Background: an optimization exercise with open tools, aiming at small area. Do not read the settings as production practice.
The RTL was checked by simulation tests, not by an equivalence proof against the original design.
No driver is modelled on the clock port, so clock power and skew are understated where the tree is cut down; a real chip needs a root buffer or a tree.
Power and IR drop assume default switching activity.

Setup of before:
// Digital_clock
module Digital_clock(input clk, reset, input [1:0] en, output reg [6:0] segments, output reg [3:0] anode);
For scale: about 15 I/O pins, roughly 1100 um2 of cells after synthesis.
==> flow/config.mk <==
export PLATFORM = sky130hd
export DESIGN_NAME = Digital_clock
export DESIGN_NICKNAME = Digital_clock
export VERILOG_FILES = /design/flow/design.v
export SDC_FILE = /design/flow/constraint.sdc
export NUM_CORES = 4
export LEC_CHECK = 0
export CAP_MARGIN = 0
export CORE_AREA = 3 3 61 61
export DIE_AREA = 0 0 64 64
export PLACE_DENSITY = 0.9
export SLEW_MARGIN = 0
==> flow/constraint.sdc <==
create_clock -name core_clock -period 10.0 [get_ports {clk}]
set_input_delay 2.0000 -clock core_clock [delete_from_list [all_inputs] [get_ports {clk}]]
set_output_delay 2.0000 -clock core_clock [all_outputs]
set_load 0.01 [all_outputs]
standard.sh (not shown) runs the stock make flow with config.mk's settings and CLKGATE_MAP_FILE= SYNTH_SCRIPT=/design/flow/synth_recipe.tcl, a recipe that flattens the netlist after the stock synthesis.
==> flow/flow/run.sh <==
#!/bin/bash
# Own layout flow: the standard ORFS flow (standard.sh) with these changes.
#  1. Technology mapping: synthesis is run once with each area-oriented ABC script
#     flow/abc_*.script in place of ORFS's delay-oriented one (the rest of synthesis
#     is unchanged, so the registers keep the standard synthesis's names and cell
#     types), and the layout is made from the one with the smallest cell area.
#  2. Ports are buffered with sky130_fd_sc_hd__buf_1 (every port still gets a buffer).
#  3. flow/cts_args.txt, if present, gives clock_tree_synthesis's arguments.
#  4. If flow/onebuf.tcl exists, it replaces clock_tree_synthesis: the clock tree is one
#     clock buffer that drives every register (the rest of the CTS step is unchanged).
# Each tool run's output goes to a log file of its own in this folder.
set -euo pipefail
here=$(pwd)
# keep every temporary file (Yosys/ABC make them) inside the work folder
mkdir -p "$here/tmp"
export TMPDIR="$here/tmp"
common=("BUFFER_PORTS_ARGS=-buffer_cell sky130_fd_sc_hd__buf_1")
if [[ -f "$here/flow/cts_args.txt" ]]; then
  common+=("CTS_ARGS=$(tr '\n' ' ' < "$here/flow/cts_args.txt")")
fi
best=""; best_area=""
for f in "$here"/flow/abc_*.script; do
  name=$(basename "$f" .script)
  rm -rf "$here/scripts_$name" "$here/try_$name"
  cp -r "$FLOW_HOME/scripts" "$here/scripts_$name"
  cp "$f" "$here/scripts_$name/abc_speed.script"
  if [[ -f "$here/flow/onebuf.tcl" ]]; then
    sed -i "s|^log_cmd clock_tree_synthesis .*|source $here/flow/onebuf.tcl|" "$here/scripts_$name/cts.tcl"
  fi
  if bash standard.sh "${common[@]}" SCRIPTS_DIR="$here/scripts_$name" WORK_HOME="$here/try_$name" synth \
      > "$here/synth_$name.log" 2>&1; then
    area=$(awk '/Chip area for module/ {print $NF}' "$here/try_$name"/reports/*/Digital_clock/base/synth_stat.txt | tail -1)
    echo "$name $area" >> "$here/synth_areas.log"
    if [[ -n "$area" ]] && { [[ -z "$best" ]] || awk -v a="$area" -v b="$best_area" 'BEGIN{exit !(a < b)}'; }; then
      best=$name; best_area=$area
    fi
  fi
done
echo "chosen $best $best_area" >> "$here/synth_areas.log"
bash standard.sh "${common[@]}" SCRIPTS_DIR="$here/scripts_$best" finish > "$here/layout.log" 2>&1
Other scripts of this flow, unchanged in this note and not shown: flow/flow/abc_A.script, flow/flow/abc_B.script, flow/flow/abc_B5.script, flow/flow/abc_B6.script, flow/flow/abc_B8.script, flow/flow/abc_M.script, flow/flow/abc_N.script, flow/flow/abc_O.script, flow/flow/abc_P.script, flow/flow/abc_Q.script, flow/flow/onebuf.tcl
before has completed all stages; timing, DRC and antenna checks passed.
> inputs changed (before -> after)
Settings: swapping 0 for 20 in SLEW_MARGIN; swapping 0 for 20 in CAP_MARGIN.
## What came out
Diff before..after | via count of the first global-routing pass | unchanged. In terms of minimum clock period after layout, before and after differ only marginally. Diff before -> after | number of DRC violations after detailed-routing iteration 0 | down by more than 10%. Going from before to after, core utilization now sits higher, wire length reported by the detailed router now sits lower, clock power share now sits at about the same level. Compared with before, after shows a routed wirelength normalized by instance count that is about 0.5% lower. after and before ended up with roughly the same ratio of final minimum period to clock period. before → after: cell area went up 0.50%; setup slack held; post-layout total power held.
In every run of this note, the design's own scripts or RTL, not TritonCTS, make the clock network.

port drivers added, routing unchanged:
In the flow no input, the clock included, has a driving cell. The finished layouts below were timed again as built, in two steps.
Step 1: set_driving_cell puts a clkbuf_16 on clk and a buf_2 on each other input, an assumption about the parent block.
Step 2 adds t to the input delays and takes it off the output delays; t is the mean of the earliest and latest rising clock arrival at the registers after step 1. Input paths then give back, and output paths get back, about the clock's delay inside the block.
a / b / c = no drivers / after step 1 / after step 2; a / b = the first two.
| run | shift t [ns] | setup slack, ns | pins driven straight from the clock port |
|---|---|---|---|
| before | 0.160 | 5.950 / 5.920 / 6.079 | 1 |
| after | 0.160 | 5.948 / 5.917 / 6.077 | 1 |
After both steps every run listed still meets setup and hold.
